From an optimization exercise on the open Yosys and OpenROAD flow, aimed at small area, a short achievable clock period and few clock cycles per item; shortcuts taken in it are not production practice.
No functional check of the RTL was part of any run shown here.
No activity file was given, so power comes from the tool's default toggle rates.

==> flow/design.v, too long to show whole: its modules and the start of the top module <==
// module booth_multiplier: 1616 lines
module booth_multiplier(clk, reset_n, multiplier, multiplicand, op_start, op_clear, result, op_done);
  // ...
==> flow/run.sh <==
#!/bin/bash
# synth_recipe.tcl (not shown) runs the flow's synth.tcl, then flattens the netlist and writes it again
# the make line also repeats each setting of config.mk as NAME=value (left out here)
make -C /OpenROAD-flow-scripts/flow DESIGN_CONFIG=/design/flow/config.mk WORK_HOME=/design/flow/orfs CLKGATE_MAP_FILE= SYNTH_SCRIPT=/design/flow/synth_recipe.tcl finish
==> flow/config.mk <==
export PLATFORM = sky130hd
export DESIGN_NAME = booth_multiplier
export DESIGN_NICKNAME = booth_multiplier
export VERILOG_FILES = /design/flow/design.v
export SDC_FILE = /design/flow/constraint.sdc
export NUM_CORES = 4
export LEC_CHECK = 0
export ABC_CLOCK_PERIOD_IN_PS = 2700
export CAP_MARGIN = 20
export CORE_MARGIN = 2
export CORE_UTILIZATION = 40
export SETUP_SLACK_MARGIN = 3.3
export SLEW_MARGIN = 20
==> flow/constraint.sdc <==
create_clock -name core_clock -period 6.0 [get_ports {clk}]
set_input_delay 1.2000 -clock core_clock [delete_from_list [all_inputs] [get_ports {clk}]]
set_output_delay 1.2000 -clock core_clock [all_outputs]
set_load 0.01 [all_outputs]
==> run_results.csv, run 1 <==
group,metric,value,unit
run_status,status,"timing/DRC/antenna clean",
critical_path,crit_top_cell,"buf_6",
power_and_ir_drop,total_leakage_power,13.01,nW
clock_network,cts_sinks,289,
clock_network,cts_buffer_depth,3,
layout,drive_above_1_share,29.62,%
route,vias_per_cell,5.720,
route,wl_per_cell,25.48,um
sta,finalHoldWorstSlack,0.4417,ns
route,first_pass_iters,5,
die,die_x,244.3,um
layout,syn2layout_area_growth,40.43,%
layout,fin_area,32440,um2
clock_network,clkTransAtPathRegs,0.06,ns
clock_network,clock_latency,0.60,ns
layout,insertedDiodeCount,0,
power_and_ir_drop,vdd_drop_max,0.2523,mV
worst_hold_path,min_to,"cnt[0]",
sta,hold_violations,0,
critical_path,critical_path.cell_chain,"inv_2, fa_2, nor2b_2, o211ai_1, and3_1, or3b_4, buf_6, buf_6, a211oi_4, buf_4, o21a_1, buf_4, buf_6, nor2_2, xnor2_1, a22o_1",
logic_synthesis,yosysMostFrequentCell,"nand2_1",
critical_path,worstSetupEndpoint,"S[12]",
logic_synthesis,syn_avg_cell_area,10.80,um2
route,num_vias,19127,
critical_path,path_depth,16,
clock_network,cts_tree,"done",
clock_network,clockRootBuffer,"clkbuf_16",
power_and_ir_drop,p_per_area,463.1,nW/um2
sta,grt_setup_unrepaired,"true",
route,wl_met3,7.023,mm
logic_synthesis,synthFlopType,"edfxtp_1",
logic_synthesis,synth_compound_area_share,14.59,%
==> run 2, diff against run 1 <==
--- a/flow/design.v
+++ b/flow/design.v
@@ -29,30 +29,36 @@
 	wire [3:0] n_one, n_two, n_neg;
 	genvar g;
 	generate for (g = 0; g < 4; g = g + 1) begin : enc
 		assign n_one[g] = eb[2*g+1] ^ eb[2*g];
 		assign n_two[g] = (eb[2*g+2] & ~eb[2*g+1] & ~eb[2*g]) | (~eb[2*g+2] & eb[2*g+1] & eb[2*g]);
 		assign n_neg[g] = eb[2*g+2];
 	end endgenerate
 	reg [3:0] e_one, e_two, e_neg;
+	reg [3:0] f_one, f_two, f_neg;  
 	always @(posedge clk) begin
 		e_one <= n_one; e_two <= n_two; e_neg <= n_neg;
+		f_one <= ~n_one; f_two <= ~n_two; f_neg <= ~n_neg;
 	end
 	wire [3:0] negb = e_neg;
 	wire [64:0] bx = {B[63], B};
 	wire [65:0] bx2 = {B[63], B, 1'b0};
 	wire [64:0] pp0;
-	assign pp0 = {1'b1, 64'b0} ^ ({65{e_neg[0]}} ^ (({65{e_one[0]}} & bx) | ({65{e_two[0]}} & bx2[64:0])));
+	assign pp0[32:0] = {33{e_neg[0]}} ^ (({33{e_one[0]}} & bx[32:0]) | ({33{e_two[0]}} & bx2[32:0]));
+	assign pp0[64:33] = {1'b1, 31'b0} ^ ({32{f_neg[0]}} ^ (({32{f_one[0]}} | ~bx[64:33]) & ({32{f_two[0]}} | ~bx2[64:33])));
 	wire [64:0] pp1;
-	assign pp1 = {1'b1, 64'b0} ^ ({65{e_neg[1]}} ^ (({65{e_one[1]}} & bx) | ({65{e_two[1]}} & bx2[64:0])));
+	assign pp1[32:0] = {33{e_neg[1]}} ^ (({33{e_one[1]}} & bx[32:0]) | ({33{e_two[1]}} & bx2[32:0]));
+	assign pp1[64:33] = {1'b1, 31'b0} ^ ({32{f_neg[1]}} ^ (({32{f_one[1]}} | ~bx[64:33]) & ({32{f_two[1]}} | ~bx2[64:33])));
 	wire [64:0] pp2;
-	assign pp2 = {1'b1, 64'b0} ^ ({65{e_neg[2]}} ^ (({65{e_one[2]}} & bx) | ({65{e_two[2]}} & bx2[64:0])));
+	assign pp2[32:0] = {33{e_neg[2]}} ^ (({33{e_one[2]}} & bx[32:0]) | ({33{e_two[2]}} & bx2[32:0]));
+	assign pp2[64:33] = {1'b1, 31'b0} ^ ({32{f_neg[2]}} ^ (({32{f_one[2]}} | ~bx[64:33]) & ({32{f_two[2]}} | ~bx2[64:33])));
 	wire [64:0] pp3;
-	assign pp3 = {1'b1, 64'b0} ^ ({65{e_neg[3]}} ^ (({65{e_one[3]}} & bx) | ({65{e_two[3]}} & bx2[64:0])));
+	assign pp3[32:0] = {33{e_neg[3]}} ^ (({33{e_one[3]}} & bx[32:0]) | ({33{e_two[3]}} & bx2[32:0]));
+	assign pp3[64:33] = {1'b1, 31'b0} ^ ({32{f_neg[3]}} ^ (({32{f_one[3]}} | ~bx[64:33]) & ({32{f_two[3]}} | ~bx2[64:33])));
 	wire fs1 = S[0] ^ C[0] ^ negb[0];
 	wire fc1 = (S[0] & C[0]) | (S[0] & negb[0]) | (C[0] & negb[0]);
 	wire fs2 = S[1] ^ C[1] ^ fc1;
 	wire fc2 = (S[1] & C[1]) | (S[1] & fc1) | (C[1] & fc1);
 	wire fs3 = S[2] ^ C[2] ^ negb[1];
 	wire fc3 = (S[2] & C[2]) | (S[2] & negb[1]) | (C[2] & negb[1]);
 	wire fs4 = pp0[2] ^ pp1[0] ^ fs3;
 	wire fc4 = (pp0[2] & pp1[0]) | (pp0[2] & fs3) | (pp1[0] & fs3);
==> run 2 against run 1 <==
  * Combinational power about the same
  * Area after synthesis down 0.66%
  * Still clean on timing, DRC and antenna
  * Design area is 0.24% lower
  * Total power grew 0.84%
  * Clock-buffer cell count rose by 6
  * Largest cell class unchanged
  * Sequential share of layout area rose by 0.85 points
==> run_results.csv, run 2 <==
group,metric,value,unit
run_status,status,"timing/DRC/antenna clean",
logic_synthesis,seq_area_frac_synth,34.65,%
placed_design,postPlaceCellArea,26540,um2
die,die_x,243.5,um
sta,skew,0.03583,ns
critical_path,endpoint_kind,"flop",
logic_synthesis,syn_avg_cell_area,11.54,um2
route,wl_per_cell,24.35,um
logic_synthesis,synthCells,1988,
sta,finalCritPeriodShare,55.07,%
power_and_ir_drop,p_per_area,468.1,nW/um2
logic_synthesis,synthTopCellsByCount,"274 x xnor2_1, 256 x fa_1, 191 x edfxtp_1, 128 x a22oi_1, 124 x o22ai_1",
worst_hold_path,hold-path-cell-count,1,
clock_network,cts_buffer_depth,3,
sta,grt_setup_unrepaired,"true",
critical_path,cp_max_fo,4,
layout,mostFrequentLayoutCells,"212 x xnor2_1, 191 x edfxtp_1, 190 x buf_4",
logic_synthesis,synth_edf_count,191,
grt,grt-ovfl-total,0,
logic_synthesis,synthFlopType,"edfxtp_1",
run,drv_cap,0,
layout,final_common_cell,"xnor2_1",
power_and_ir_drop,finalPower,15.15,mW
sta,worst_slew_pin_slew,0.7605,ns
die,rows,87,
sta,fin_crit,3.304,ns
clock_network,cts_sinks,301,
logic_synthesis,yosys_warnings,1,
layout,fin_area,32360,um2
power_and_ir_drop,total_leakage_power,12.79,nW
logic_synthesis,async_flop_share,0.9967,%
die,design.die.area,59310,um2
power_and_ir_drop,vdd_drop_max,0.2989,mV
critical_path,r2r_cells,15,
layout,top_regs,"B (64), S (64), lo (64)",
logic_synthesis,ys_ff_latch,301,
logic_synthesis,synth_nets,2455,
sta,fin_tns_setup,0,ns
clock_network,clkTransAtPathRegs,0.06,ns
placed_design,placed_cells,2884,
layout,drive_above_1_share,34.60,%
grt,grt_use_total,25.62,%
die,die_y,243.5,um
route,drt_iter0_drc,1717,
route,first_pass_iters,6,
worst_hold_path,min_path_type,"flop to flop",
logic_synthesis,yosysMostFrequentCell,"xnor2_1",
placed_design,place.port_buffers,260,
route,wirelength,78.20,mm
route,ant_nets,0,
logic_synthesis,synth.top_cell.area_share,24.99,%
clock_network,clockRootBuffer,"clkbuf_16",
logic_synthesis,ys_top_cells_by_area,"edfxtp_1 25%, fa_1 22%, xnor2_1 10%",
grt,antenna_found_initial,3,
critical_path,path_class,"flop to flop",
critical_path,startpoint,"DS[0]",
critical_path,startpoint_type,"flop",
clock_network,tritoncts.num_buffers,38,
layout,final_cells,3211,
grt,grt_pass1_vias,18776,
die,start_util,40.54,%
sta,slew_headroom,49.30,%
route,drc_errors,0,
critical_path,worstPathArrival,3.63,ns
logic_synthesis,synth.distinct_cells,69,
critical_path,reg2reg_from,"DS[0]",
layout,final_nets,2891,
sta,finalHoldWorstSlack,0.4453,ns
placed_design,dp_hpwl,49.68,mm
grt,grt_start_max_net_pins,73,
clock_network,ctsHoldBuffers,0,
sta,report.final.slew_viol_count,0,
sta,fmax,0.3027,GHz
clock_network,cts_tree,"done",
grt,grt_pass1_wl,115.5,mm
die,ios,261,
layout,syn2layout_area_growth,41.03,%
die,core_area,56600,um2
route,num_vias,18048,
placed_design,place_congestion,0.8956,
logic_synthesis,synth_area,22950,um2
clock_network,h-tree-depth,2,
route,vias_per_cell,5.621,
logic_synthesis,yosys.area.top_type,"edfxtp_1",
sta,setup_viol,0,
worst_hold_path,hold_start,"cnt[0]",
sta,hold_violations,0,
clock_network,clock_latency,0.59,ns
critical_path,cp.required,6.32,ns
## run 2: cell types whose count changed after synthesis, sizes merged, moves of 22 or more
cell / delta
mux2: +56
a22oi: -124
nand2: -170
clkbuf: -22
o22ai: +120
xor2: +24
## run 2: cell families (layout without fill, tap and decap cells)
kind of cell,after synthesis,in the layout,share of synthesized area (%)
xor+xnor,318,318,12.14
simple gates,258,259,5.561
fa+ha+maj,335,335,26.64
other cells,0,1,0
compound gates,450,450,13.41
flops,301,301,34.65
buf+inv,260,725,4.411
mux,66,66,3.195
## run 2: critical path: stages (launching register included)
cell	delay (ns)
dfxtp_2	0.32
inv_2	0.04
fa_2	0.39
nand2b_4	0.17
a21oi_4	0.19
o211ai_4	0.14
a2111oi_4	0.53
nor4_4	0.06
buf_6	0.16
o31a_4	0.32
buf_12	0.14
buf_6	0.11
o21ai_4	0.15
a21oi_2	0.08
xor2_1	0.19
o21ai_1	0.07
## run 2: metrics by stage
stage	setup WS, ns	util, %
6_report	2.696	57.18
3_5_place_dp	2.408	46.89
4_1_cts	2.728	54.14
3_3_place_gp	2.440	46.89
2_1_floorplan	2.870	-
5_1_grt	2.591	57.18
## run 2: path summary, 6_finish.rpt
kind                           to  slack (ns)
setup / recovery            S[45]        2.70
hold / removal             cnt[0]        0.45
setup reg to reg            S[45]        2.70
hold reg to reg            cnt[0]        0.45
max in group asynchronous    busy        5.01
min in group asynchronous    done        0.82
## run 2: power breakdown
part | internal [mW] | total (mW) | switching (mW) | leakage (nW)
logic | 4.71 | 9.48 | 4.77 | 9.14
clock network | 1.41 | 2.40 | 0.987 | 0.628
registers | 2.79 | 3.27 | 0.482 | 3.02
total | 8.91 | 15.2 | 6.24 | 12.8
## run 2: layout make-up
| class | instances | area, um2 |
|---|---|---|
| Clock inverter | 17 | 191.4 |
| Tap cell | 756 | 945.9 |
| Multi-Input combinational cell | 1428 | 16330 |
| Clock buffer | 53 | 1090 |
| Sequential cell | 301 | 8021 |
| Timing Repair Buffer | 542 | 5319 |
| Antenna cell | 1 | 2.502 |
| Inverter | 113 | 464.2 |
| Fill cell | 4637 | 24240 |
## run 2: routing by layer
layer | vias up | track usage, % | wire length [um]
met3 | 194 | 4.439 | 5515
met5 | - | 0 | 0
met4 | 0 | 9.935 | 3262
met2 | 864 | 43.19 | 38470
met1 | 9138 | 32.88 | 30950
li1 | 7852 | - | -
## run 2: repair_timing
action                                  in CTS  in global routing
pin swaps                                  257                213
cloned                                      10                  1
setup buffers                              162                 83
endpoints found under the setup margin     435                192
gates resized for setup                    452                224
==> run 3, diff against run 2 <==
--- a/flow/config.mk
+++ b/flow/config.mk
@@ -5,7 +5,7 @@
 export SDC_FILE = /design/flow/constraint.sdc
 export NUM_CORES = 4
 export LEC_CHECK = 0
-export ABC_CLOCK_PERIOD_IN_PS = 2700
+export ABC_CLOCK_PERIOD_IN_PS = 1500
 export CAP_MARGIN = 20
 export CORE_MARGIN = 2
 export CORE_UTILIZATION = 40
==> run 3 against run 2 <==
  * Fmax is the same
  * Final cell count did not move
  * Sequential power about the same
  * Die area is the same
  * Combinational power barely moved
  * Utilization is the same
  * Flip-flop and latch count stayed put
  * Clock power is essentially flat
  * Global-route usage is the same
  * Worst hold slack is the same
  * First-iteration DRC count is the same
  * Highest routed layer unchanged
==> run_results.csv, run 3 <==
group,metric,value,unit
run_status,status,"timing/DRC/antenna clean",
logic_synthesis,seq_area_frac_synth,34.65,%
placed_design,place.port_buffers,260,
critical_path,path_class,"flop to flop",
logic_synthesis,yosysMostFrequentCell,"xnor2_1",
route,drt_iter0_drc,1717,
critical_path,cp.required,6.32,ns
clock_network,cts_tree,"done",
placed_design,place_congestion,0.8956,
logic_synthesis,synth_xor_xnor_area_share,12.14,%
die,ios,261,
die,core_area,56600,um2
die,start_util,40.54,%
run,drv_cap,0,
clock_network,ctsHoldBuffers,0,
logic_synthesis,synth_compound_area_share,13.41,%
critical_path,startpoint_type,"flop",
route,wirelength,78.20,mm
die,die_x,243.5,um
power_and_ir_drop,p_comb_share,62.6,%
layout,final_nets,2891,
placed_design,postPlaceCellArea,26540,um2
layout,top_regs,"B (64), S (64), lo (64)",
layout,final_common_cell,"xnor2_1",
layout,multi_input_area,16330,um2
route,num_vias,18048,
grt,grt_start_max_net_pins,73,
critical_path,endpoint_kind,"flop",
logic_synthesis,yosys.area.top_type,"edfxtp_1",
critical_path,worstPathArrival,3.63,ns
sta,fin_crit,3.304,ns
grt,antenna_found_initial,3,
placed_design,dp_hpwl,49.68,mm
sta,worst_slew_pin_slew,0.7605,ns
sta,slew_headroom,49.30,%
die,rows,87,
layout,final_cells,3211,
logic_synthesis,synth.top_cell.area_share,24.99,%
grt,grt_pass1_vias,18776,
route,top_layer,"met4",
sta,skew,0.03583,ns
sta,setup_viol,0,
layout,regArea,8021,um2
clock_network,h-tree-depth,2,
critical_path,rrSetupSlack,2.70,ns
logic_synthesis,synthSimpleGateAreaFrac,5.561,%
clock_network,cts_sinks,301,
critical_path,cp_max_fo,4,
logic_synthesis,synthTopCellsByCount,"274 x xnor2_1, 256 x fa_1, 191 x edfxtp_1, 128 x a22oi_1, 124 x o22ai_1",
route,ant_nets,0,
power_and_ir_drop,finalPower,15.15,mW
grt,grt_use_total,25.62,%
power_and_ir_drop,p_int,8.909,mW
logic_synthesis,synth_nets,2455,
grt,grt-ovfl-total,0,
clock_network,tritoncts.num_buffers,38,
logic_synthesis,yosys_warnings,1,
layout,num-fill-cells,4637,
sta,hold_violations,0,
power_and_ir_drop,total_leakage_power,12.79,nW
power_and_ir_drop,p_per_area,468.1,nW/um2
logic_synthesis,synth_top_family_by_area,"adder cells",
logic_synthesis,synth_area,22950,um2
route,first_pass_iters,6,
logic_synthesis,synthFlopType,"edfxtp_1",
layout,fin_util,57.18,%
route,wl_per_cell,24.35,um
clock_network,clock_latency,0.59,ns
logic_synthesis,ys_ff_latch,301,
logic_synthesis,ys_top_cells_by_area,"edfxtp_1 25%, fa_1 22%, xnor2_1 10%",
die,design.die.area,59310,um2
logic_synthesis,synth.distinct_cells,69,
power_and_ir_drop,p_seq_share,21.6,%
layout,drive_above_1_share,34.60,%
worst_hold_path,min_path_type,"flop to flop",
logic_synthesis,syn_avg_cell_area,11.54,um2
clock_network,cts_buffer_depth,3,
sta,report.final.slew_viol_count,0,
sta,grt_setup_unrepaired,"true",
power_and_ir_drop,p_sw,6.242,mW
logic_synthesis,synth-adder-area-share,26.64,%
die,die_y,243.5,um
logic_synthesis,async_flop_share,0.9967,%
route,wl_met3,5.515,mm
grt,grt_pass1_wl,115.5,mm
power_and_ir_drop,clkPwrFrac,15.8,%
sta,fin_tns_setup,0,ns
layout,fin_area,32360,um2
placed_design,placed_cells,2884,
layout,syn2layout_area_growth,41.03,%
route,wl_met2,38.47,mm
route,drc_errors,0,
sta,finalCritPeriodShare,55.07,%
logic_synthesis,synthCells,1988,
clock_network,clockRootBuffer,"clkbuf_16",
clock_network,clkTransAtPathRegs,0.06,ns
route,m1WireLength,30.95,mm
layout,mostFrequentLayoutCells,"212 x xnor2_1, 191 x edfxtp_1, 190 x buf_4",
power_and_ir_drop,switching_share,41.20,%
power_and_ir_drop,vdd_drop_max,0.2989,mV
logic_synthesis,synth_mux_area_share,3.195,%
sta,fmax,0.3027,GHz
route,vias_per_cell,5.621,
logic_synthesis,synth_edf_count,191,
[run 3: cell counts after synthesis]
No cell type changed its count.
[run 3: power by group through the flow]
| stage | registers (mW) | logic, mW | clock network, mW |
|---|---|---|---|
| 6_report | 3.27 | 9.48 | 2.40 |
| 3_5_place_dp | 3.44 | 7.90 | 0 |
| 4_1_cts | 3.26 | 8.89 | 2.44 |
| 2_1_floorplan | 3.25 | 5.31 | 0 |
| 5_1_grt | 3.32 | 10.4 | 2.52 |
| 3_3_place_gp | 3.43 | 7.75 | 0 |
[run 3: metal layers]
layer / track usage [%] / up-vias
met5: 0 / -
met4: 9.935 / 0
met3: 4.439 / 194
met2: 43.19 / 864
met1: 32.88 / 9138
li1: - / 7852
[run 3: area by class of cell]
| cell class | instances | share of cell area (%) |
|---|---|---|
| diodes | 1 | 0.007732 |
| clock buffers | 53 | 3.367 |
| clock inverters | 17 | 0.5915 |
| inverters | 113 | 1.434 |
| multi-input cells | 1428 | 50.46 |
| flip-flops and latches | 301 | 24.78 |
| well taps | 756 | 2.923 |
| repair buffers | 542 | 16.43 |
[run 3: logic make-up (layout without fill, tap and decap cells)]
| family | Yosys count | after routing |
|---|---|---|
| compound gates | 450 | 450 |
| xor+xnor | 318 | 318 |
| fa+ha+maj | 335 | 335 |
| buf+inv | 260 | 725 |
| flops | 301 | 301 |
| mux | 66 | 66 |
| other cells | 0 | 1 |
| simple gates | 258 | 259 |
[run 3: through the flow]
stage,setup slack (ns),hold slack (ns)
detailed placement,2.408,0.4377
CTS,2.728,0.4505
floorplan,2.870,0.4202
global route,2.591,0.4749
finish,2.696,0.4453
global placement,2.440,0.4357
[run 3: critical path, cell delays in order (launching register included)]
cell,delay (ns)
dfxtp_2,0.32
inv_2,0.04
fa_2,0.39
nand2b_4,0.17
a21oi_4,0.19
o211ai_4,0.14
a2111oi_4,0.53
nor4_4,0.06
buf_6,0.16
o31a_4,0.32
buf_12,0.14
buf_6,0.11
o21ai_4,0.15
a21oi_2,0.08
xor2_1,0.19
o21ai_1,0.07
[run 3: final timing paths]
kind                       startpoint  endpoint  cells past startpoint
max                             DS[0]     S[45]                     15
min                            cnt[0]    cnt[0]                      1
max reg2reg                     DS[0]     S[45]                     15
min reg2reg                    cnt[0]    cnt[0]                      1
max in group asynchronous     reset_n      busy                      1
min in group asynchronous     reset_n      done                      1
[run 3: what timing repair did]
item	in CTS	in global routing
setup endpoints to repair	435	192
cloned	10	1
buffers inserted	162	83
hold endpoints to repair	0	0
resized for setup	452	224
pin swaps	257	213
==> run 4, diff against run 3 <==
--- a/flow/config.mk
+++ b/flow/config.mk
@@ -5,9 +5,9 @@
 export SDC_FILE = /design/flow/constraint.sdc
 export NUM_CORES = 4
 export LEC_CHECK = 0
-export ABC_CLOCK_PERIOD_IN_PS = 1500
+export ABC_CLOCK_PERIOD_IN_PS = 2000
 export CAP_MARGIN = 20
 export CORE_MARGIN = 2
 export CORE_UTILIZATION = 40
-export SETUP_SLACK_MARGIN = 3.3
+export SETUP_SLACK_MARGIN = 3.5
 export SLEW_MARGIN = 20
==> run 4 against run 3 <==
  * Area after synthesis did not move
  * Final cell count grew 3.1%
  * Wire length grew 4.8%
  * Total power rose by 3.6%
  * Flip-flop and latch count stayed put
  * Fmax up 1.0%
  * Synthesized cell count unchanged
  * Non-clock buffer count up 97
  * Die area unchanged
  * Global-route usage grew 0.93 points
  * Clock skew is 0.012 ns lower
==> run_results.csv, run 4 <==
group,metric,value,unit
die,start_util,40.54,%
clock_network,cts_tree,"done",
clock_network,cts_buffer_depth,3,
layout,num-fill-cells,4471,
logic_synthesis,ys_ff_latch,301,
critical_path,cp.required,6.32,ns
sta,skew,0.02360,ns
critical_path,worstPathArrival,3.59,ns
sta,worst_slew_pin_slew,0.7954,ns
route,wirelength,81.96,mm
die,core_area,56600,um2
grt,grt-ovfl-total,0,
die,rows,87,
route,num_vias,18553,
layout,multi_input_area,16360,um2
logic_synthesis,yosys_warnings,1,
logic_synthesis,synthCells,1988,
route,ant_nets,0,
grt,grt_use_total,26.55,%
critical_path,path_class,"flop to flop",
die,die_x,243.5,um
logic_synthesis,yosysMostFrequentCell,"xnor2_1",
critical_path,rr_endpoint,"S[62]",
die,die_y,243.5,um
worst_hold_path,hold_start,"cnt[0]",
power_and_ir_drop,total_leakage_power,13.34,nW
logic_synthesis,synthFlopType,"edfxtp_1",
clock_network,clkTransAtPathRegs,0.06,ns
logic_synthesis,synth.top_cell.area_share,24.99,%
grt,grt_pass1_wl,119.6,mm
power_and_ir_drop,finalPower,15.70,mW
logic_synthesis,async_flop_share,0.9967,%
logic_synthesis,synth_area,22950,um2
layout,mostFrequentLayoutCells,"211 x xnor2_1, 202 x buf_4, 191 x edfxtp_1",
logic_synthesis,synth_edf_count,191,
route,drc_errors,0,
critical_path,critPathMaxStageDelay,0.40,ns
placed_design,place.port_buffers,260,
sta,report.final.slew_viol_count,0,
grt,grt_start_max_net_pins,94,
sta,finalCritPeriodShare,54.50,%
grt,antenna_found_initial,2,
route,first_pass_iters,6,
layout,final_common_cell,"xnor2_1",
worst_hold_path,min_path_type,"flop to flop",
clock_network,clock_latency,0.57,ns
critical_path,startpoint_type,"flop",
sta,slew_headroom,46.97,%
critical_path,cp_max_fo,4,
layout,fin_area,33830,um2
layout,syn2layout_area_growth,47.42,%
run_status,status,"timing/DRC/antenna clean",
layout,final_nets,2989,
logic_synthesis,synthTopCellsByCount,"274 x xnor2_1, 256 x fa_1, 191 x edfxtp_1, 128 x a22oi_1, 124 x o22ai_1",
die,design.die.area,59310,um2
logic_synthesis,syn_avg_cell_area,11.54,um2
logic_synthesis,seq_area_frac_synth,34.65,%
sta,fin_tns_setup,0,ns
clock_network,ctsHoldBuffers,0,
power_and_ir_drop,p_per_area,464.1,nW/um2
placed_design,place_congestion,0.8954,
worst_hold_path,min_to,"cnt[0]",
sta,fmax,0.3058,GHz
grt,grt_pass1_vias,19269,
die,ios,261,
placed_design,dp_hpwl,49.42,mm
critical_path,rrSetupSlack,2.73,ns
worst_hold_path,hold-path-cell-count,1,
route,vias_per_cell,5.607,
critical_path,slowest_stage,"edfxtp_1",
clock_network,h-tree-depth,2,
route,wl_per_cell,24.77,um
logic_synthesis,synth.distinct_cells,69,
sta,grt_setup_unrepaired,"true",
critical_path,r2r_cells,11,
power_and_ir_drop,vdd_drop_max,0.2613,mV
placed_design,placed_cells,2878,
logic_synthesis,synth_nets,2455,
logic_synthesis,ys_top_cells_by_area,"edfxtp_1 25%, fa_1 22%, xnor2_1 10%",
critical_path,reg2reg_from,"S[45]",
layout,drive_above_1_share,40.60,%
sta,setup_viol,0,
sta,hold_violations,0,
clock_network,tritoncts.num_buffers,38,
layout,regArea,8044,um2
sta,fin_crit,3.270,ns
layout,top_regs,"B (64), S (64), lo (64)",
critical_path,endpoint_kind,"flop",
critical_path,critical_path.cell_chain,"ha_1, and3_1, and2_1, a221oi_4, o32ai_2, a311oi_2, o21ai_2, a41o_4, a211oi_4, nor4_1, a311o_1",
route,drt_iter0_drc,1458,
layout,final_cells,3309,
clock_network,cts_sinks,301,
clock_network,clockRootBuffer,"clkbuf_16",
run,drv_cap,0,
placed_design,postPlaceCellArea,26810,um2
logic_synthesis,yosys.area.top_type,"edfxtp_1",
[run 4: cell counts after synthesis]
Identical to the previous run, type by type.
[run 4: logic make-up after synthesis]
logic type               Yosys count  synth area share [%]
AND/OR/NAND/NOR                  258                 5.561
XOR/XNOR                         318                 12.14
buffers and inverters            260                 4.411
adder cells (fa/ha/maj)          335                 26.64
multiplexers                      66                 3.195
flip-flops                       301                 34.65
AO/OA/AOI/OAI                    450                 13.41
[run 4: final cells by class]
class,instances,share of cell area [%]
Clock buffer,59,3.428
Clock inverter,11,0.4549
Multi-Input combinational cell,1429,48.37
Timing Repair Buffer,639,19.80
Inverter,113,1.365
Antenna cell,1,0.007396
Tap cell,756,2.796
Sequential cell,301,23.78
[run 4: worst max-delay path by stage]
stage,from,endpoint,slack (ns),cells after the start
3_5_place_dp,S[2],S[53],2.34,11
2_1_floorplan,S[50],S[62],2.87,11
5_1_grt,S[45],S[62],2.63,11
6_report,S[45],S[62],2.73,11
3_3_place_gp,S[2],S[51],2.34,11
4_1_cts,S[51],S[62],2.75,11
[run 4: power breakdown]
group | internal, mW | switching [mW] | total (mW)
sequential | 2.79 | 0.470 | 3.26
clock | 1.47 | 0.957 | 2.42
combinational | 5.12 | 4.90 | 10.0
total | 9.38 | 6.32 | 15.7
[run 4: metal layers]
metal	vias up	GRT usage [%]	wire length, um
li1	8044	-	-
met1	9367	33.45	31600
met2	893	45.14	40070
met3	247	5.078	6377
met4	2	10.29	3896
met5	-	0	13
[run 4: critical path, delay by kind of cell (launching register included)]
| family | cells | cell delay, ns |
|---|---|---|
| AOI/OAI and AO/OA | 7 | 1.75 |
| and+or+nand+nor | 3 | 0.49 |
| DFF | 1 | 0.40 |
| adders and majority gates | 1 | 0.36 |
[run 4: repair_timing]
item                       in CTS  in global routing
setup buffers                 271                 75
setup endpoints to repair     400                288
gates resized for setup       777                191
pin swaps                     233                161
hold endpoints to repair        0                  0
cloned                         10                  4
[run 4: metrics by stage]
step,hold WS [ns],setup WS (ns),util [%]
floorplan,0.4202,2.870,-
global placement,0.4393,2.343,47.36
detailed placement,0.4490,2.336,47.36
CTS,0.4572,2.750,57.32
global route,0.4713,2.628,59.77
finish,0.4603,2.730,59.77

==> separate check: timing with driven ports <==
The results above use ideal ports. As a check the final layouts listed here were re-extracted and re-timed, cells and wires unchanged.
Step 1: set_driving_cell puts a clkbuf_16 on clk and a buf_2 on each other input, an assumption about the parent block.
Step 2, shift: input delay + t, output delay - t, t = (earliest + latest rising clock arrival at the registers) / 2. This alone moves slack from input paths to output paths.
Slacks: no drivers / after step 1 / after step 2; pairs: no drivers / after step 1.
run | t, ns | slack for setup (ns) | worst data-port slew with drivers (ns) | pins driven straight from the clock port
run 1 | 0.633 | 2.660 / 2.660 / 2.660 | 0.14 | 1
run 2 | 0.633 | 2.696 / 2.696 / 2.696 | 0.08 | 1
run 3 | 0.633 | 2.696 / 2.696 / 2.696 | 0.08 | 1
run 4 | 0.622 | 2.730 / 2.730 / 2.730 | 0.11 | 1
After both steps every run listed still meets setup and hold.
